Context: an optimization exercise on an open-source flow, tuned for small area. The choices shown serve that exercise and are no tape-out recipe. Function was checked by simulation only, so behaviour that the tests miss may differ from the original. Power figures rest on the tool's default switching activity, not on a simulated workload.

File: flow/config.mk
export PLATFORM = sky130hd
export DESIGN_NAME = fpga2sdram_test
export DESIGN_NICKNAME = fpga2sdram_test
export VERILOG_FILES = /design/flow/design.v
export SDC_FILE = /design/flow/constraint.sdc
export NUM_CORES = 4
export LEC_CHECK = 0
export CAP_MARGIN = 20
export CORE_MARGIN = 2
export CORE_UTILIZATION = 40
export SLEW_MARGIN = 20
File: flow/run.sh
#!/bin/bash
# synth_recipe.tcl (not shown) runs the flow's synth.tcl, then flattens the netlist and writes it again
# the make line also repeats each setting of config.mk as NAME=value (left out here)
make -C /OpenROAD-flow-scripts/flow DESIGN_CONFIG=/design/flow/config.mk WORK_HOME=/design/flow/orfs CLKGATE_MAP_FILE= SYNTH_SCRIPT=/design/flow/synth_recipe.tcl finish
File: flow/constraint.sdc
create_clock -name core_clock -period 6.0 [get_ports {clk}]
set_input_delay 1.2000 -clock core_clock [delete_from_list [all_inputs] [get_ports {clk}]]
set_output_delay 1.2000 -clock core_clock [all_outputs]
set_load 0.01 [all_outputs]
File: flow/design.v
module fpga2sdram_test(
  input  wire         clk,
  input  wire         rst,
  input  wire [9:0]   reg_address,
  input  wire         reg_write,
  input  wire         reg_read,
  input  wire [63:0]  reg_writedata,
  input  wire [7:0]   reg_byteenable,
  output wire [63:0]  reg_readdata,
  output wire         reg_waitrequest,
  output wire         reg_readdatavalid,
  output wire [27:0]  sdram0_address,
  output wire [7:0]   sdram0_burstcount,
  output wire         sdram0_write,
  output wire [127:0] sdram0_writedata,
  output wire [15:0]  sdram0_byteenable,
  input  wire         sdram0_waitrequest,
  output wire         irq
);
logic [2:0] takt;
wire        wr_last = reg_write & (takt == 3'd3);
wire        rd_last = reg_read  & takt[2];
always_ff @( posedge clk or posedge rst )
  if( rst )
    takt <= '0;
  else
    if( ( reg_write | reg_read ) & !wr_last & !rd_last )
      takt <= takt + 1'd1;
    else
      takt <= '0;
assign reg_waitrequest   = ( reg_write & !wr_last ) | ( reg_read & !rd_last );
assign reg_readdatavalid = rd_last;
wire [8:0] ridx = reg_address[9:1] + {7'd0, takt[1:0]};
wire       is_ctrl = ( ridx < 9'd5 );
wire [1:0] sidx = ridx[1:0] + 2'd3;    
wire [15:0] wdata = reg_writedata [ takt[1:0]*16 +: 16 ];
wire [1:0]  wbe   = reg_byteenable[ takt[1:0]*2  +: 2  ];
logic [15:0] cr [0:4];
genvar g;
generate
  for( g = 0; g < 5; g = g + 1 )
    begin : g_cr
      wire we = reg_write & ( ridx == g );
      always_ff @( posedge clk or posedge rst )
        if( rst )
          cr[g] <= '0;
        else
          begin
            if( we & wbe[0] )
              cr[g][7:0]  <= wdata[7:0];
            if( we & wbe[1] )
              cr[g][15:8] <= wdata[15:8];
          end
    end
endgenerate
wire [31:0] dma_addr = { cr[2], cr[1] };
wire [31:0] dma_size = { cr[4], cr[3] };
logic        running;
logic [31:0] cycle_cnt;
logic [31:0] data_cnt;
logic [27:0] addr_cnt;
logic ain_d1, ain_d2, ain_d3;
always_ff @( posedge clk or posedge rst )
  if( rst )
    { ain_d3, ain_d2, ain_d1 } <= '0;
  else
    { ain_d3, ain_d2, ain_d1 } <= { ain_d2, ain_d1, cr[0][0] };
wire run_stb = ain_d2 & !ain_d3;
wire [31:0] data_inc = data_cnt + 1'd1;
wire        at_end   = ( data_inc == dma_size );
wire        finished = at_end & !sdram0_waitrequest;
always_ff @( posedge clk or posedge rst )
  if( rst )
    running <= 1'b0;
  else
    if( run_stb )
      running <= 1'b1;
    else
      if( finished )
        running <= 1'b0;
always_ff @( posedge clk or posedge rst )
  if( rst )
    cycle_cnt <= '0;
  else
    if( run_stb )
      cycle_cnt <= '0;
    else
      if( running )
        cycle_cnt <= cycle_cnt + 1'd1;
always_ff @( posedge clk )
  if( !running )
    data_cnt <= '0;
  else
    if( !sdram0_waitrequest & !at_end )
      data_cnt <= data_inc;
always_ff @( posedge clk )
  if( run_stb )
    addr_cnt <= dma_addr[27:0];
  else
    if( !sdram0_waitrequest )
      addr_cnt <= addr_cnt + 1'd1;
logic [15:0] rdata;
always_comb
  if( is_ctrl )
    case( ridx[2:0] )
      3'd0:    rdata = cr[0];
      3'd1:    rdata = cr[1];
      3'd2:    rdata = cr[2];
      3'd3:    rdata = cr[3];
      default: rdata = cr[4];
    endcase
  else
    case( sidx )
      2'd0:    rdata = { 15'd0, running };
      2'd1:    rdata = cycle_cnt[15:0];
      2'd2:    rdata = cycle_cnt[31:16];
      default: rdata = '0;
    endcase
logic [63:0] rd_shift;
always_ff @( posedge clk )
  rd_shift <= { rdata, rd_shift[63:16] };
assign reg_readdata = rd_shift;
assign irq               = finished & running;
assign sdram0_writedata  = { 32'hffffffff, ~data_cnt, 32'h00000000, data_cnt };
assign sdram0_write      = running;
assign sdram0_byteenable = 16'hffff;
assign sdram0_burstcount = 8'd1;
assign sdram0_address    = addr_cnt;
endmodule
==> results of run 1 <==
## routing by layer
| metal | wire (µm) | vias to the layer above | track usage, % |
|---|---|---|---|
| li1 | - | 4533 | - |
| met1 | 15550 | 4729 | 28.30 |
| met2 | 17420 | 373 | 36.84 |
| met3 | 2020 | 59 | 3.528 |
| met4 | 1077 | 0 | 6.862 |
| met5 | 0 | - | 0 |
## synthesized netlist by cell type (all sizes together) (5+ instances only)
master,n,area (µm²)
mux2,94,1059
dfxtp,96,1922
a21oi,68,359.1
and2,6,37.54
or4,9,75.07
buf,107,773.2
and4,6,52.55
mux2i,27,270.3
nor2b,7,43.79
o21ai,58,309.0
nand3,43,220.2
nor2,71,266.5
xnor2,49,429.2
a211oi,5,37.54
dfrtp,119,2978
inv,44,165.2
and3,12,75.07
nor3,16,80.08
edfxtp,28,840.8
or3,23,143.9
nand4,37,246.5
xor2,47,411.6
mux4,34,765.7
ha,7,87.58
nand2,87,326.6
clkbuf,31,116.4
nor4,15,140.1
## power by group
part	internal [W]	switching (W)	total, W	leakage, nW
logic	0.000839	0.000916	0.00175	3.46
registers	0.00190	0.000242	0.00214	2.69
clock network	0.00101	0.000689	0.00170	0.458
## cell type report
| cell class | instances | area (µm²) | share of cell area [%] |
|---|---|---|---|
| clock buffer | 36 | 824.5 | 5.135 |
| clock inverter | 13 | 108.9 | 0.6779 |
| inverter | 45 | 173.9 | 1.083 |
| multi-input combinational | 849 | 6120 | 38.11 |
| sequential | 243 | 5741 | 35.75 |
| tap | 396 | 495.5 | 3.086 |
| timing repair buffer | 264 | 2595 | 16.16 |
## stage by stage
| stage | total power (W) | hold WS, ns |
|---|---|---|
| finish | 0.005597 | 0.3478 |
| global route | 0.005875 | 0.3505 |
| detailed placement | 0.003931 | 0.3347 |
| CTS | 0.005650 | 0.3437 |
| global placement | 0.003906 | 0.3333 |
| floorplan | 0.003163 | 0.3312 |
## sequential cells by signal, indices dropped and copies added (netlist names)
| register | cells |
|---|---|
| addr_cnt | 28 |
| ain_d1 | 1 |
| ain_d2 | 1 |
| ain_d3 | 1 |
| cr | 80 |
| cycle_cnt | 32 |
| data_cnt | 32 |
| rd_shift | 64 |
| running | 1 |
| takt | 3 |
## cell usage in the layout (no fill, tap or decap), drive strengths merged, types with 3 or more instances in the layout
| master | synthesis | final |
|---|---|---|
| inv | 44 | 46 |
| clkbuf | 31 | 36 |
| o21a | 4 | 4 |
| and3 | 12 | 12 |
| buf | 107 | 19 |
| a211o | 4 | 4 |
| ha | 7 | 7 |
| nand2 | 87 | 87 |
| clkdlybuf4s50 | 0 | 245 |
| a21oi | 68 | 68 |
| xnor2 | 49 | 49 |
| nor2 | 71 | 71 |
| a31oi | 3 | 3 |
| mux2i | 27 | 27 |
| mux4 | 34 | 34 |
| clkinv | 1 | 10 |
| dfxtp | 96 | 96 |
| and4 | 6 | 6 |
| nand3 | 43 | 43 |
| edfxtp | 28 | 28 |
| or2 | 4 | 4 |
| o21ai | 58 | 58 |
| a211oi | 5 | 5 |
| conb | 2 | 88 |
| or3 | 23 | 23 |
| o31ai | 3 | 3 |
| dfrtp | 119 | 119 |
| nor4 | 15 | 15 |
| nor3 | 16 | 16 |
| o211ai | 3 | 3 |
| mux2 | 94 | 94 |
| and2 | 6 | 6 |
| nand4 | 37 | 37 |
| nor2b | 7 | 7 |
| xor2 | 47 | 47 |
| or4 | 9 | 9 |
## worst max-delay path, stage by stage, from the launching register on
cell and delay [ns]:
dfxtp_1 0.48, ha_1 0.31, nand3_2 0.25, or2_4 0.36
and4b_1 0.41, xnor2_1 0.10, or3_1 0.38, nor4_2 0.43
nand4_1 0.24, nor3_1 0.18, clkdlybuf4s50_1 0.56
## worst max path at each step
stage                     slack (ns)      to         from  depth (start not counted)
after floorplan                 1.64  ain_d1          rst                          1
after global placement          1.17     irq  data_cnt[0]                         11
after detailed placement        1.13     irq  data_cnt[0]                         11
after CTS                       0.54     irq  data_cnt[0]                         11
after global routing            0.34     irq  data_cnt[0]                         11
final                           0.57     irq  data_cnt[0]                         10
## logic make-up (layout without fill, tap and decap cells)
logic type | Yosys count | after routing
AND/OR/NAND/NOR | 341 | 341
flip-flops | 243 | 243
buffers and inverters | 183 | 358
AO/OA/AOI/OAI | 161 | 161
multiplexers | 155 | 155
XOR/XNOR | 96 | 96
adder cells (fa/ha/maj) | 8 | 8
other | 2 | 88
==> results.sh, run 1 <==
export IMPL_clock_skew_ns=0.009400
export IMPL_synth_cells=1189
export IMPL_finalHoldViolCount=0
export IMPL_ys_ff_latch=243
export IMPL_cts_buffer_depth=3
export IMPL_place_inst=1797
export IMPL_nFillCells=2835
export IMPL_post_route_util_pct=52.22
export IMPL_cp_start_kind="flip-flop"
export IMPL_hold_start="rd_shift[47]"
export IMPL_fp_row_count=64
export IMPL_drt_pass1_iterations=5
export IMPL_synth_area_mux_share_pct=16.65
export IMPL_power_density_mw_per_mm2=348.5
export IMPL_grt_ovfl_total=0
export IMPL_final_nets=1525
export IMPL_ir_drop_mv=0.3179
export IMPL_insertedDiodeCount=0
export IMPL_worstMarginPinSlew_ns=1.006
export IMPL_min_path_type="flip-flop to flip-flop"
export IMPL_synthSimpleGateAreaFrac_pct=14.14
export IMPL_place_hpwl_um=27270
export IMPL_dpl_cell_area_mm2=0.01512
export IMPL_start_util_pct=40.91
export IMPL_port_buffers=245
export IMPL_min_to="rd_shift[31]"
export IMPL_grt_pass1_wl_um=55770
export IMPL_place_congestion=0.8813
export IMPL_cts_hold_fix_buffers=0
export IMPL_arrival_ns=4.23
export IMPL_required_ns=4.80
export IMPL_critPathCaptureType="output pin"
export IMPL_maxSlewHeadroom_pct=32.96
export IMPL_wl_um=36070
export IMPL_numClockSinks=243
export IMPL_grt_pass1_vias=9586
export IMPL_core_area_mm2=0.03075
export IMPL_io_pins=335
export IMPL_insertion_delay_ns=0.53
export IMPL_numCtsBuffers=27
export IMPL_rr_worst_depth=10
export IMPL_final_cells=1846
export IMPL_status="timing/DRC/antenna clean"
export IMPL_finalSetupViolCount=0
export IMPL_place_ws_ns=1.132
export IMPL_synth_cell_types=64
export IMPL_worst_setup_path_type="flip-flop to output pin"
export IMPL_die_x_um=181.3
export IMPL_cts_tree="built"
export IMPL_grt_usage_pct=21.68
export IMPL_synth_compound_area_share_pct=7.560
export IMPL_die_h_um=181.3
export IMPL_synth_edf_count=28
export IMPL_cts_setup_buffers=0
export IMPL_power_leakage_nw=6.607
export IMPL_holdPathStages=0
export IMPL_clk_pin_slew_ns=0.06
export IMPL_fin_area_mm2=0.01606
export IMPL_r2r_start="data_cnt[0]"
export IMPL_clock_fmax_mhz=184.2
export IMPL_synth_xor_area_share_pct=6.685
export IMPL_antenna_found_initial=0
export IMPL_synth_main_ff_cell="dfrtp_1"
export IMPL_async_flop_share_pct=48.97
export IMPL_synth_top_family_by_area="multiplexers"
export IMPL_area_delta_synth_final_pct=27.66
export IMPL_syn_area_per_cell_um2=10.58
export IMPL_drive_gt1_share_pct=15.10
export IMPL_die_area_mm2=0.03288
export IMPL_yosysSeqAreaShare_pct=45.64
export IMPL_routed_via_density=5.251
export IMPL_cp_max_fo=11
export IMPL_postRouteAntennaNets=0
export IMPL_drv_slew=0
export IMPL_rsz0062_at_grt="no"
export IMPL_wl_per_cell_um=19.54
export IMPL_setup_ws_ns=0.5708
export IMPL_fin_crit_sh_pct=90.49
export IMPL_grt_max_degree=85
export IMPL_cts_repair_resized=0
export IMPL_period_minus_slack_ns=5.429
export IMPL_r2r_setup_slack_ns=2.05
export IMPL_drt_iter0_markers=654
export IMPL_synth_fa_ha_area_share_pct=0.8555
export IMPL_drc=0
export IMPL_yosys_warnings=2
export IMPL_h_tree_depth=1
export IMPL_syn_cell_area_mm2=0.01258
export IMPL_vias=9694
export IMPL_drv_cap=0
export IMPL_timing_rr_end="data_cnt[25]"
export IMPL_root_buffer="clkbuf_16"
export IMPL_tns_ns=0
==> inputs of run 2 (changes only) <==
--- a/flow/config.mk
+++ b/flow/config.mk
@@ -7,2 +7,3 @@
 export LEC_CHECK = 0
+export ABC_AREA = 1
 export CAP_MARGIN = 20
@@ -10,2 +11,3 @@
 export CORE_UTILIZATION = 40
+export CTS_BUF_LIST = sky130_fd_sc_hd__clkbuf_4
 export SLEW_MARGIN = 20
==> results.sh, run 2 <==
export IMPL_async_flop_share_pct=48.97
export IMPL_grt_ovfl_total=0
export IMPL_insertion_delay_ns=0.68
export IMPL_nFillCells=3357
export IMPL_syn_area_per_cell_um2=7.104
export IMPL_finalHoldViolCount=0
export IMPL_place_ws_ns=1.233
export IMPL_cts_buffer_depth=3
export IMPL_numClockSinks=243
export IMPL_clock_skew_ns=0.05224
export IMPL_grt_pass1_vias=12292
export IMPL_syn_cell_area_mm2=0.01346
export IMPL_synth_most_common_cell="nand2_1"
export IMPL_maxSlewHeadroom_pct=24.24
export IMPL_synth_main_ff_cell="dfrtp_1"
export IMPL_r2r_start="takt[0]"
export IMPL_drc=0
export IMPL_grt_max_degree=70
export IMPL_yosysSeqAreaShare_pct=42.64
export IMPL_required_ns=4.80
export IMPL_synth_edf_count=28
export IMPL_synth_cell_types=44
export IMPL_synthTopCellsByArea="dfrtp_1, dfxtp_1, nand2_1"
export IMPL_root_buffer="clkbuf_4"
export IMPL_worst_setup_path_type="flip-flop to output pin"
export IMPL_fp_row_count=67
export IMPL_postRouteAntennaNets=0
export IMPL_core_area_mm2=0.03336
export IMPL_largest_reg_flops=80
export IMPL_final_nets=2268
export IMPL_rr_worst_depth=12
export IMPL_vias=13387
export IMPL_synth_top_area_share_pct=22.12
export IMPL_wl_um=44160
export IMPL_power_leakage_nw=8.141
export IMPL_arrival_ns=3.90
export IMPL_antenna_found_initial=1
export IMPL_ys_ff_latch=243
export IMPL_cp_start_kind="flip-flop"
export IMPL_tns_ns=0
export IMPL_h_tree_depth=3
export IMPL_place_hpwl_um=33540
export IMPL_cts_setup_buffers=0
export IMPL_regMostFlops="cr"
export IMPL_die_x_um=187.5
export IMPL_r2r_setup_slack_ns=1.90
export IMPL_min_to="rd_shift[34]"
export IMPL_port_buffers=245
export IMPL_start_util_pct=40.35
export IMPL_die_area_mm2=0.03514
export IMPL_min_path_type="flip-flop to flip-flop"
export IMPL_synth_top_cells_by_count="nand2_1, inv_1, nor2_1"
export IMPL_cts_repair_resized=0
export IMPL_critPathCaptureType="output pin"
export IMPL_clock_fmax_mhz=195.9
export IMPL_cp_max_fo=8
export IMPL_reg_top3="cr x80, rd_shift x64"
export IMPL_holdPathStages=0
export IMPL_grt_pass1_wl_um=67530
export IMPL_layout_commonest_cell="nand2_1"
export IMPL_yosys_warnings=2
export IMPL_period_minus_slack_ns=5.104
export IMPL_place_congestion=0.9531
export IMPL_hold_start="rd_shift[50]"
export IMPL_numCtsBuffers=70
export IMPL_routed_via_density=5.003
export IMPL_ir_drop_mv=0.1684
export IMPL_status="timing/DRC/antenna clean"
export IMPL_synth_largest_area_cell="dfrtp_1"
export IMPL_timing_rr_end="rd_shift[57]"
export IMPL_drt_pass1_iterations=5
export IMPL_synth_cells=1895
export IMPL_finalSetupViolCount=0
export IMPL_drv_cap=0
export IMPL_drv_slew=0
export IMPL_area_delta_synth_final_pct=26.64
export IMPL_cts_hold_fix_buffers=0
export IMPL_clk_pin_slew_ns=0.06
export IMPL_power_density_mw_per_mm2=419.8
export IMPL_setup_ws_ns=0.8965
export IMPL_wl_per_cell_um=16.50
export IMPL_drt_iter0_markers=1022
export IMPL_grt_usage_pct=24.50
export IMPL_worstMarginPinSlew_ns=1.108
export IMPL_final_cell_mix="nand2_1, inv_1, clkdlybuf4s50_1"
export IMPL_rsz0062_at_grt="no"
export IMPL_cts_tree="built"
export IMPL_fin_crit_sh_pct=85.06
export IMPL_io_pins=335
export IMPL_die_h_um=187.5
export IMPL_drive_gt1_share_pct=6.780
[run 2: worst max path at each step]
stage | depth (start not counted) | to | slack (ns) | start
3_3_place_gp | 12 | rd_shift[57] | 1.24 | reg_address[1]
2_1_floorplan | 1 | ain_d1 | 1.64 | rst
5_1_grt | 14 | irq | 0.64 | data_cnt[0]
6_report | 14 | irq | 0.90 | data_cnt[0]
4_1_cts | 14 | irq | 0.88 | data_cnt[0]
3_5_place_dp | 12 | rd_shift[57] | 1.23 | reg_address[1]
[run 2: stage by stage]
step	util [%]	hold WS [ns]	instances	area, µm²	power (W)
after detailed placement	48.17	0.3344	2549	16070	0.005439
final	51.10	0.3254	2676	17050	0.007157
after CTS	51.10	0.3170	2675	17050	0.007180
after global routing	51.10	0.3412	2676	17050	0.007664
after global placement	48.17	0.3340	2549	16070	0.005407
after floorplan	-	0.3312	1981	13790	0.004028
[run 2: power breakdown]
part | total (W) | switching (W) | internal (W)
combinational | 0.00321 | 0.00198 | 0.00122
clock | 0.00170 | 0.000732 | 0.000972
sequential | 0.00225 | 0.000299 | 0.00195
[run 2: layout make-up]
| type | count | area (µm²) | share of cell area [%] |
|---|---|---|---|
| multi-input combinational | 1329 | 6166 | 36.16 |
| sequential | 243 | 5741 | 33.67 |
| timing repair buffer | 267 | 2618 | 15.35 |
| inverter | 262 | 985.9 | 5.783 |
| clock buffer | 105 | 788.3 | 4.623 |
| tap | 448 | 560.5 | 3.288 |
| clock inverter | 21 | 188.9 | 1.108 |
| antenna | 1 | 2.502 | 0.01468 |
[run 2: logic make-up after synthesis]
| logic type | synth area share (%) |
|---|---|
| flops | 42.64 |
| xor+xnor | 1.757 |
| fa+ha+maj | 0.7992 |
| simple gates | 28.09 |
| buf+inv | 14.00 |
| other cells | 0.05578 |
| compound gates | 12.66 |
[run 2: critical path: stages, from the launching register on]
cell	delay, ns
dfxtp_1	0.49
ha_1	0.27
nand2_1	0.13
nor2_4	0.19
nand2_2	0.12
nor2_1	0.40
nand2_1	0.17
nand3_1	0.10
nand2b_1	0.06
nor3_1	0.14
nand2_1	0.10
nor2_1	0.19
nand3b_1	0.09
nor2_1	0.19
clkdlybuf4s50_1	0.59
[run 2: layer usage]
layer,global-route usage [%],part of all wire [%]
met5,0,0
met4,7.601,2.3
met3,4.991,8.0
met2,41.12,47
met1,31.79,43
==> inputs of run 3 (changes only) <==
==> flow/flow/run.sh (new file) <==
#!/bin/bash
# Standard layout, with the smallest buffer on every port and no dummy clock loads.
set -euo pipefail
export BUFFER_PORTS_ARGS="-buffer_cell sky130_fd_sc_hd__buf_1"
export CTS_ARGS="-sink_clustering_enable -repair_clock_nets -dont_use_dummy_load -buf_list sky130_fd_sc_hd__clkbuf_4"
bash standard.sh finish > standard_flow.log 2>&1
==> flow/standard.sh (new file) <==
#!/bin/bash
# synth_recipe.tcl (not shown) runs the flow's synth.tcl, then flattens the netlist and writes it again
# the make line also repeats each setting of config.mk as NAME=value (left out here)
make -C /OpenROAD-flow-scripts/flow DESIGN_CONFIG=/design/flow/config.mk WORK_HOME=/design/flow/orfs CLKGATE_MAP_FILE= SYNTH_SCRIPT=/design/flow/synth_recipe.tcl "${@:-finish}"
removed: flow/run.sh
==> results.sh, run 3 <==
export IMPL_status="timing/DRC/antenna clean"
export IMPL_drv_slew=0
export IMPL_synth_top_area_share_pct=22.12
export IMPL_min_path_type="flip-flop to flip-flop"
export IMPL_finalSetupViolCount=0
export IMPL_finalHoldViolCount=0
export IMPL_drv_cap=0
export IMPL_critical_path_cell_chain="ha_1 -> nand2_1 -> nor2_4 -> nand2_2 -> nor2_1 -> nand2_1 -> nand3_1 -> nand2b_1 -> nor3_1 -> nand2_1 -> nor2_1 -> nand3b_1 -> nor2_1 -> buf_1"
export IMPL_clock_fmax_mhz=216.2
export IMPL_synth_edf_count=28
export IMPL_final_cell_mix="nand2_1, inv_1, buf_1"
export IMPL_core_area_mm2=0.03336
export IMPL_clk_pin_slew_ns=0.06
export IMPL_ir_drop_mv=0.1636
export IMPL_die_h_um=187.5
export IMPL_root_buffer="clkbuf_4"
export IMPL_fp_row_count=67
export IMPL_seqCellArea_mm2=0.005741
export IMPL_synth_most_common_cell="nand2_1"
export IMPL_wl_um=42900
export IMPL_rsz0062_at_grt="no"
export IMPL_final_nets=2262
export IMPL_post_route_util_pct=45.02
export IMPL_numCtsBuffers=68
export IMPL_place_ws_ns=1.689
export IMPL_clock_skew_ns=0.06426
export IMPL_place_congestion=0.9376
export IMPL_vias=13108
export IMPL_path_depth=14
export IMPL_drt_iter0_markers=1075
export IMPL_synth_largest_area_cell="dfrtp_1"
export IMPL_critPathCaptureType="output pin"
export IMPL_period_minus_slack_ns=4.626
export IMPL_arrival_ns=3.43
export IMPL_required_ns=4.80
export IMPL_cts_setup_buffers=0
export IMPL_synthTopCellsByArea="dfrtp_1, dfxtp_1, nand2_1"
export IMPL_synth_cell_types=44
export IMPL_setup_ws_ns=1.374
export IMPL_yosysSeqAreaShare_pct=42.64
export IMPL_layout_commonest_cell="nand2_1"
export IMPL_postRouteAntennaNets=0
export IMPL_synth_cells=1895
export IMPL_r2r_start="takt[0]"
export IMPL_fin_crit_sh_pct=77.10
export IMPL_insertion_delay_ns=0.70
export IMPL_io_pins=335
export IMPL_drc=0
export IMPL_grt_max_degree=65
export IMPL_crit_buf_inv=1
export IMPL_crit_path_end="irq"
export IMPL_crit_start="data_cnt[0]"
export IMPL_power_leakage_nw=7.225
export IMPL_grt_pass1_wl_um=65830
export IMPL_tns_ns=0
export IMPL_cts_buffer_depth=3
export IMPL_regMostFlops="cr"
export IMPL_cp_slowest_cell="dfxtp_1"
export IMPL_grt_ovfl_total=0
export IMPL_largest_reg_flops=80
export IMPL_numClockSinks=243
export IMPL_cp_max_fo=8
export IMPL_syn_area_per_cell_um2=7.104
export IMPL_synth_main_ff_cell="dfrtp_1"
export IMPL_critPathTopFamily="simple AND/OR/NAND/NOR gates"
export IMPL_syn_cell_area_mm2=0.01346
export IMPL_rr_worst_depth=9
export IMPL_antenna_found_initial=1
export IMPL_r2r_setup_slack_ns=2.17
export IMPL_yosys_warnings=2
export IMPL_area_delta_synth_final_pct=11.57
export IMPL_wl_per_cell_um=16.41
export IMPL_reg_top3="cr x80, rd_shift x64"
export IMPL_place_hpwl_um=33040
export IMPL_synth_top_cells_by_count="nand2_1, inv_1, nor2_1"
export IMPL_timing_rr_end="rd_shift[54]"
export IMPL_die_area_mm2=0.03514
export IMPL_die_x_um=187.5
export IMPL_cp_start_kind="flip-flop"
export IMPL_port_buffers=245
export IMPL_grt_usage_pct=23.99
export IMPL_cts_hold_fix_buffers=0
export IMPL_async_flop_share_pct=48.97
export IMPL_worst_setup_path_type="flip-flop to output pin"
export IMPL_drive_gt1_share_pct=4.758
export IMPL_slowest_delay_ns=0.49
export IMPL_grt_pass1_vias=11988
export IMPL_maxSlewHeadroom_pct=27.52
export IMPL_ys_ff_latch=243
export IMPL_worstMarginPinSlew_ns=1.060
export IMPL_drt_pass1_iterations=6
export IMPL_power_density_mw_per_mm2=410.5
export IMPL_routed_via_density=5.015
export IMPL_h_tree_depth=3
export IMPL_cts_tree="built"
export IMPL_start_util_pct=40.35
export IMPL_multi_input_area_mm2=0.006166
export IMPL_power_w=0.006166
export IMPL_cts_repair_resized=0
export IMPL_nFillCells=3545
run 3: cell types whose count changed in the layout (fill, tap and decap cells not counted), moves of 4 or more:
cell and change:
bufinv_16 -4, buf_4 -4, clkdlybuf4s50_1 -245, buf_1 +245
clkinv_1 -14, clkbuf_4 -37
run 3: worst min-delay path by stage:
stage	start	to	slack [ns]	cells past startpoint
finish	rd_shift[62]	rd_shift[46]	0.34	0
global route	rd_shift[62]	rd_shift[46]	0.34	0
CTS	ain_d1	ain_d2	0.34	0
detailed placement	rd_shift[39]	rd_shift[23]	0.34	0
global placement	ain_d1	ain_d2	0.33	0
floorplan	ain_d1	ain_d2	0.33	0
run 3: power breakdown:
group          leakage, nW  internal [W]  switching, W
combinational         4.48      0.000803       0.00195
sequential            2.44       0.00195      0.000316
clock                0.313      0.000513      0.000630
total                 7.23       0.00327       0.00290
run 3: cell type report:
cell class | instances | share of cell area [%]
Multi-Input combinational cell | 1329 | 41.05
Sequential cell | 243 | 38.22
Timing Repair Buffer | 263 | 7.022
Inverter | 262 | 6.564
Tap cell | 448 | 3.732
Clock buffer | 68 | 3.399
Antenna cell | 1 | 0.01666
run 3: metrics by stage:
step	cell area (µm²)	std cells	hold WS (ns)
6_report	15020	2614	0.3388
5_1_grt	15020	2614	0.3424
4_1_cts	15020	2613	0.3434
3_5_place_dp	14510	2545	0.3361
3_3_place_gp	14510	2545	0.3335
2_1_floorplan	13790	1981	0.3312
run 3: cell families (layout without fill, tap and decap cells):
logic type                 after synthesis  count (layout)  synth area share, %
and+or+nand+nor                        905             905                28.09
adders and majority gates                8               8               0.7992
xor gates and xnor gates                27              27                1.757
AOI/OAI and AO/OA                      301             301                12.66
DFF                                    243             243                42.64
buffers and inverters                  409             593                14.00
other                                    2              89              0.05578
run 3: per-layer routing:
| metal | GRT usage (%) | share of wire [%] | wire length (µm) | up-vias |
|---|---|---|---|---|
| li1 | - | - | - | 6489 |
| met2 | 40.23 | 47 | 20090 | 527 |
| met3 | 4.765 | 7.4 | 3189 | 69 |
| met5 | 0 | 0 | 0 | - |
| met4 | 7.511 | 2.5 | 1070 | 0 |
| met1 | 31.23 | 43 | 18550 | 6023 |
==> inputs of run 4 (changes only) <==
==> flow/flow/run.sh (replaced) <==
#!/bin/bash
set -euo pipefail
export BUFFER_PORTS_ARGS="-buffer_cell sky130_fd_sc_hd__buf_1"
export CTS_ARGS="-sink_clustering_enable -repair_clock_nets -dont_use_dummy_load -buf_list sky130_fd_sc_hd__clkbuf_4 -sink_clustering_size 10 -sink_clustering_max_diameter 50"
bash standard.sh finish > standard_flow.log 2>&1
--- a/flow/config.mk
+++ b/flow/config.mk
@@ -7,3 +7,2 @@
 export LEC_CHECK = 0
-export ABC_AREA = 1
 export CAP_MARGIN = 20
@@ -11,3 +10,2 @@
 export CORE_UTILIZATION = 40
-export CTS_BUF_LIST = sky130_fd_sc_hd__clkbuf_4
 export SLEW_MARGIN = 20
==> results.sh, run 4 <==
export IMPL_cts_repair_resized=0
export IMPL_clk_pin_slew_ns=0.10
export IMPL_place_hpwl_um=26170
export IMPL_rr_worst_depth=9
export IMPL_fin_area_mm2=0.01382
export IMPL_cp_start_kind="flip-flop"
export IMPL_clock_fmax_mhz=186.6
export IMPL_cts_hold_fix_buffers=0
export IMPL_min_path_type="flip-flop to flip-flop"
export IMPL_largest_reg_flops=80
export IMPL_drive_gt1_share_pct=14.27
export IMPL_ir_drop_mv=0.3536
export IMPL_cts_tree="built"
export IMPL_p_sw_w=0.001671
export IMPL_synth_top_area_share_pct=23.67
export IMPL_wl_um=34860
export IMPL_area_delta_synth_final_pct=9.888
export IMPL_power_w=0.004412
export IMPL_die_area_mm2=0.03288
export IMPL_place_inst=1791
export IMPL_period_minus_slack_ns=5.358
export IMPL_status="timing/DRC/antenna clean"
export IMPL_async_flop_share_pct=48.97
export IMPL_swShare_pct=37.88
export IMPL_die_h_um=181.3
export IMPL_wl_per_cell_um=19.07
export IMPL_vias=9703
export IMPL_tns_ns=0
export IMPL_ys_ff_latch=243
export IMPL_holdPathStages=0
export IMPL_h_tree_depth=2
export IMPL_port_buffers=245
export IMPL_intPower_w=0.002741
export IMPL_power_leakage_nw=5.642
export IMPL_drt_pass1_iterations=7
export IMPL_numCtsBuffers=35
export IMPL_arrival_ns=4.16
export IMPL_synth_edf_count=28
export IMPL_cts_buffer_depth=3
export IMPL_synth_cell_types=64
export IMPL_cp_slowest_cell="nor4_1"
export IMPL_start_util_pct=40.91
export IMPL_numClockSinks=243
export IMPL_grt_usage_pct=20.58
export IMPL_worst_setup_path_type="flip-flop to output pin"
export IMPL_synth_most_common_cell="dfrtp_1"
export IMPL_syn_area_per_cell_um2=10.58
export IMPL_slowest_delay_ns=0.79
export IMPL_maxSlewHeadroom_pct=30.79
export IMPL_critPathCaptureType="output pin"
export IMPL_place_ws_ns=1.359
export IMPL_required_ns=4.80
export IMPL_die_x_um=181.3
export IMPL_yosys_warnings=2
export IMPL_drv_cap=0
export IMPL_io_pins=335
export IMPL_final_nets=1527
export IMPL_synth_largest_area_cell="dfrtp_1"
export IMPL_final_cell_mix="buf_1, dfrtp_1, dfxtp_1"
export IMPL_drc=0
export IMPL_reg_top3="cr x80, rd_shift x64"
export IMPL_layout_commonest_cell="buf_1"
export IMPL_grt_ovfl_total=0
export IMPL_synth_top_cells_by_count="dfrtp_1, dfxtp_1, mux2_2"
export IMPL_fin_crit_sh_pct=89.30
export IMPL_place_congestion=0.8909
export IMPL_grt_pass1_wl_um=52750
export IMPL_synth_cells=1189
export IMPL_synthTopCellsByArea="dfrtp_1, dfxtp_1, mux2_2"
export IMPL_power_frac_clock_pct=18.1
export IMPL_cp_max_fo=12
export IMPL_power_density_mw_per_mm2=319.2
export IMPL_syn_cell_area_mm2=0.01258
export IMPL_dpl_cell_area_mm2=0.01354
export IMPL_finalSetupViolCount=0
export IMPL_grt_max_degree=86
export IMPL_pwr_share_seq_pct=48.3
export IMPL_worstMarginPinSlew_ns=1.038
export IMPL_yosysSeqAreaShare_pct=45.64
export IMPL_antenna_found_initial=3
export IMPL_setup_ws_ns=0.6421
export IMPL_cts_setup_buffers=0
export IMPL_postRouteAntennaNets=0
export IMPL_synth_main_ff_cell="dfrtp_1"
export IMPL_drv_slew=0
export IMPL_p_comb_share_pct=33.5
export IMPL_drt_iter0_markers=733
export IMPL_finalHoldViolCount=0
export IMPL_final_cells=1828
export IMPL_clock_skew_ns=0.08575
export IMPL_root_buffer="clkbuf_4"
export IMPL_routed_via_density=5.308
export IMPL_insertion_delay_ns=0.66
export IMPL_regMostFlops="cr"
export IMPL_fp_row_count=64
export IMPL_core_area_mm2=0.03075
export IMPL_rsz0062_at_grt="no"
export IMPL_critical_path_cell_chain="nand3_1 -> nor4_1 -> xnor2_1 -> a21oi_1 -> or3_1 -> nor4_2 -> nand4_1 -> nor3_1 -> buf_1"
export IMPL_grt_pass1_vias=9169
-- run 4: cell count changes after synthesis, moves of 76 or more --
cell     delta
nand3_1    -76
nand2_1   -405
mux2_2     +94
inv_1     -212
nor2_1    -132
o21ai_0   -101
-- run 4: final cells by class --
cell class	count	area, µm²
repair buffers	258	1017
inverters	45	171.4
flip-flops and latches	243	5741
fillers	3003	16930
clock buffers	35	262.8
multi-input cells	849	6130
diodes	2	5.005
well taps	396	495.5
-- run 4: worst paths after layout --
path,slack (ns),startpoint,endpoint
worst max register to register,1.89,data_cnt[0],data_cnt[25]
worst min-delay path,0.34,rd_shift[56],rd_shift[40]
min in group asynchronous,0.75,rst,cr[2][7]
worst min register to register,0.34,rd_shift[56],rd_shift[40]
max in group asynchronous,4.01,rst,cycle_cnt[5]
worst max-delay path,0.64,data_cnt[0],irq
-- run 4: through the flow --
stage | util (%) | hold WS [ns]
after global placement | 44.05 | 0.3332
after detailed placement | 44.05 | 0.3342
after CTS | 44.90 | 0.3380
after global routing | 44.95 | 0.3471
after floorplan | - | 0.3312
final | 44.95 | 0.3411
-- run 4: cells by family after synthesis --
group                    synth area share, %
other                                0.05971
AND/OR/NAND/NOR                        14.14
flip-flops                             45.64
buffers and inverters                  8.415
XOR/XNOR                               6.685
AO/OA/AOI/OAI                          7.560
adder cells (fa/ha/maj)               0.8554
multiplexers                           16.65
-- run 4: worst max-delay path: cells and delay by family (launching register included) --
family                 cells  cell delay [ns]
AO/OA/AOI/OAI              1             0.10
buffers and inverters      1             0.17
flip-flops                 1             0.48
AND/OR/NAND/NOR            6             2.54
XOR/XNOR                   1             0.24
-- run 4: routing by layer --
layer	wire [µm]	global-route usage, %	vias to the layer above
li1	-	-	4530
met3	2117	3.890	73
met5	13	0	-
met2	16730	34.38	401
met4	991	6.667	2
met1	15010	26.95	4697
-- run 4: power groups by stage --
stage	registers, W	logic, W	clock network [W]
2_1_floorplan	0.00216	0.00100	0
3_3_place_gp	0.00216	0.00145	0
3_5_place_dp	0.00217	0.00147	0
4_1_cts	0.00214	0.00148	0.000837
5_1_grt	0.00217	0.00160	0.000894
6_report	0.00213	0.00148	0.000801
==> inputs of run 5 (changes only) <==
==> flow/flow/run.sh (replaced) <==
#!/bin/bash
set -euo pipefail
export BUFFER_PORTS_ARGS="-buffer_cell sky130_fd_sc_hd__buf_1"
export CTS_ARGS="-sink_clustering_enable -repair_clock_nets -dont_use_dummy_load -buf_list sky130_fd_sc_hd__clkbuf_8 -sink_clustering_size 16 -sink_clustering_max_diameter 60"
bash standard.sh finish > standard_flow.log 2>&1
==> results.sh, run 5 <==
export IMPL_io_pins=335
export IMPL_cts_tree="built"
export IMPL_die_area_mm2=0.03288
export IMPL_largest_reg_flops=80
export IMPL_finalSetupViolCount=0
export IMPL_layout_commonest_cell="buf_1"
export IMPL_drt_pass1_iterations=5
export IMPL_power_leakage_nw=5.661
export IMPL_cp_start_kind="flip-flop"
export IMPL_use_met3_pct=3.165
export IMPL_status="timing/DRC/antenna clean"
export IMPL_finalHoldViolCount=0
export IMPL_reg_top3="cr x80, rd_shift x64"
export IMPL_numCtsBuffers=25
export IMPL_routed_via_density=5.336
export IMPL_nFillCells=2980
export IMPL_postRouteAntennaNets=0
export IMPL_fp_row_count=64
export IMPL_synth_cells=1189
export IMPL_arrival_ns=4.11
export IMPL_wl_um=34870
export IMPL_place_hpwl_um=26170
export IMPL_core_area_mm2=0.03075
export IMPL_maxSlewHeadroom_pct=30.89
export IMPL_root_buffer="clkbuf_8"
export IMPL_drt_iter0_markers=719
export IMPL_syn_cell_area_mm2=0.01258
export IMPL_critPathCaptureType="output pin"
export IMPL_min_path_type="flip-flop to flip-flop"
export IMPL_synth_main_ff_cell="dfrtp_1"
export IMPL_place_ws_ns=1.359
export IMPL_p_sw_w=0.001681
export IMPL_yosys_warnings=2
export IMPL_worstMarginPinSlew_ns=1.032
export IMPL_grtUsageMet2_pct=34.70
export IMPL_cts_repair_resized=0
export IMPL_wl_per_cell_um=19.20
export IMPL_grt_ovfl_total=0
export IMPL_setup_ws_ns=0.6950
export IMPL_pwr_share_seq_pct=47.2
export IMPL_insertion_delay_ns=0.57
export IMPL_cts_hold_fix_buffers=0
export IMPL_synth_largest_area_cell="dfrtp_1"
export IMPL_clock_fmax_mhz=188.5
export IMPL_drv_slew=0
export IMPL_synth_edf_count=28
export IMPL_worst_setup_path_type="flip-flop to output pin"
export IMPL_numClockSinks=243
export IMPL_place_congestion=0.8909
export IMPL_power_frac_clock_pct=20.1
export IMPL_drv_cap=0
export IMPL_area_delta_synth_final_pct=10.49
export IMPL_rsz0062_at_grt="no"
export IMPL_cp_max_fo=12
export IMPL_synth_top_area_share_pct=23.67
export IMPL_yosysSeqAreaShare_pct=45.64
export IMPL_synth_cell_types=64
export IMPL_grt_max_degree=86
export IMPL_cts_buffer_depth=3
export IMPL_start_util_pct=40.91
export IMPL_clk_pin_slew_ns=0.09
export IMPL_ir_drop_mv=0.3665
export IMPL_synthTopCellsByArea="dfrtp_1, dfxtp_1, mux2_2"
export IMPL_insertedDiodeCount=0
export IMPL_h_tree_depth=1
export IMPL_required_ns=4.80
export IMPL_ys_ff_latch=243
export IMPL_synth_top_cells_by_count="dfrtp_1, dfxtp_1, mux2_2"
export IMPL_grt_pass1_vias=9133
export IMPL_fin_crit_sh_pct=88.42
export IMPL_drive_gt1_share_pct=13.66
export IMPL_swShare_pct=37.17
export IMPL_final_nets=1517
export IMPL_p_comb_share_pct=32.7
export IMPL_power_density_mw_per_mm2=325.5
export IMPL_vias=9691
export IMPL_antenna_found_initial=1
export IMPL_met1_usage_pct=27.03
export IMPL_clock_skew_ns=0.05087
export IMPL_die_h_um=181.3
export IMPL_cts_setup_buffers=0
export IMPL_grt_usage_pct=20.46
export IMPL_tns_ns=0
export IMPL_syn_area_per_cell_um2=10.58
export IMPL_die_x_um=181.3
export IMPL_intPower_w=0.002842
export IMPL_final_cell_mix="buf_1, dfrtp_1, dfxtp_1"
export IMPL_drc=0
export IMPL_regMostFlops="cr"
export IMPL_synth_most_common_cell="dfrtp_1"
export IMPL_grt_pass1_wl_um=52700
export IMPL_async_flop_share_pct=48.97
export IMPL_fin_area_mm2=0.01390
export IMPL_dpl_cell_area_mm2=0.01354
export IMPL_port_buffers=245
export IMPL_period_minus_slack_ns=5.305
export IMPL_top_usage_layer="met2"
## run 5: cell count changes in the layout (fill, tap and decap cells not counted), sizes merged
cell and change:
diode -2, clkbuf -10
## run 5: worst paths after layout
path | end | depth (start not counted) | slack [ns] | from
max | irq | 9 | 0.69 | data_cnt[0]
min | rd_shift[31] | 0 | 0.29 | rd_shift[47]
max reg2reg | data_cnt[30] | 9 | 1.91 | data_cnt[0]
min reg2reg | rd_shift[31] | 0 | 0.29 | rd_shift[47]
max in group asynchronous | cycle_cnt[5] | 3 | 3.95 | rst
min in group asynchronous | cr[1][15] | 2 | 0.84 | rst
## run 5: stage by stage
| step | hold WS (ns) | std cells | utilization, % | total power [W] |
|---|---|---|---|---|
| 4_1_cts | 0.2854 | 1816 | 45.17 | 0.004555 |
| 6_report | 0.2937 | 1816 | 45.20 | 0.004524 |
| 3_3_place_gp | 0.3332 | 1791 | 44.05 | 0.003616 |
| 2_1_floorplan | 0.3312 | 1275 | - | 0.003163 |
| 3_5_place_dp | 0.3342 | 1791 | 44.05 | 0.003641 |
| 5_1_grt | 0.2895 | 1816 | 45.20 | 0.004770 |
## run 5: final cells by class
class                      instances  area, µm²  area share, %
multi-input combinational        849       6130          44.10
sequential                       243       5741          41.30
timing repair buffer             258       1017          7.319
tap                              396      495.5          3.565
clock buffer                      25      344.1          2.476
inverter                          45      171.4          1.233
## run 5: worst max-delay path, stage by stage, from the launching register on
cell     delay, ns
dfxtp_1       0.48
nand3_1       0.42
nor4_1        0.79
xnor2_1       0.24
a21oi_1       0.10
or3_1         0.41
nor4_2        0.46
nand4_1       0.28
nor3_1        0.20
buf_1         0.17
## run 5: logic make-up (layout without fill, tap and decap cells)
logic type               Yosys count  count (layout)  synth area share [%]
other                              2              88               0.05971
AO/OA/AOI/OAI                    161             161                 7.560
flip-flops                       243             243                 45.64
AND/OR/NAND/NOR                  341             341                 14.14
buffers and inverters            183             328                 8.415
XOR/XNOR                          96              96                 6.685
multiplexers                     155             155                 16.65
adder cells (fa/ha/maj)            8               8                0.8554
## run 5: power groups by stage
stage                     combinational (W)  sequential (W)  clock [W]
final                               0.00148         0.00213   0.000910
after global routing                0.00161         0.00217   0.000995
after CTS                           0.00148         0.00214   0.000940
after detailed placement            0.00147         0.00217          0
after global placement              0.00145         0.00216          0
after floorplan                     0.00100         0.00216          0
## run 5: metal layers
| layer | wire length (µm) | part of all wire [%] | up-vias |
|---|---|---|---|
| met2 | 16730 | 48 | 406 |
| met3 | 2183 | 6.3 | 55 |
| met4 | 965 | 2.8 | 2 |
| met1 | 14980 | 43 | 4731 |
| met5 | 14 | 0.040 | - |
| li1 | - | - | 4497 |

==> static timing again, ports no longer ideal <==
The results above use ideal ports. As a check the final layouts listed here were re-extracted and re-timed, cells and wires unchanged. Step 1 (the two cells are an assumption about what drives the block):
set clk [get_ports {clk}]
set_driving_cell -lib_cell sky130_fd_sc_hd__clkbuf_16 $clk
set_driving_cell -lib_cell sky130_fd_sc_hd__buf_2 [delete_from_list [all_inputs] $clk]
Step 2, shift: input delay + t, output delay - t, t = (earliest + latest rising clock arrival at the registers) / 2. This alone moves slack from input paths to output paths. Slacks: ideal ports / drivers / drivers and shift; pairs: ideal ports / drivers.
run | shift t [ns] | setup slack, ns | worst register clock-pin slew, ns | cell pins on the clock port's net
run 1 | 0.583 | 0.571 / 0.515 / 1.098 | 0.07 / 0.07 | 1
run 2 | 0.705 | 0.896 / 0.846 / 0.936 | 0.07 / 0.07 | 1
run 3 | 0.722 | 1.374 / 1.325 / 1.530 | 0.07 / 0.07 | 1
run 4 | 0.667 | 0.642 / 0.592 / 1.259 | 0.11 / 0.11 | 1
run 5 | 0.595 | 0.695 / 0.646 / 1.240 | 0.10 / 0.10 | 1
After both steps every run listed still meets setup and hold.
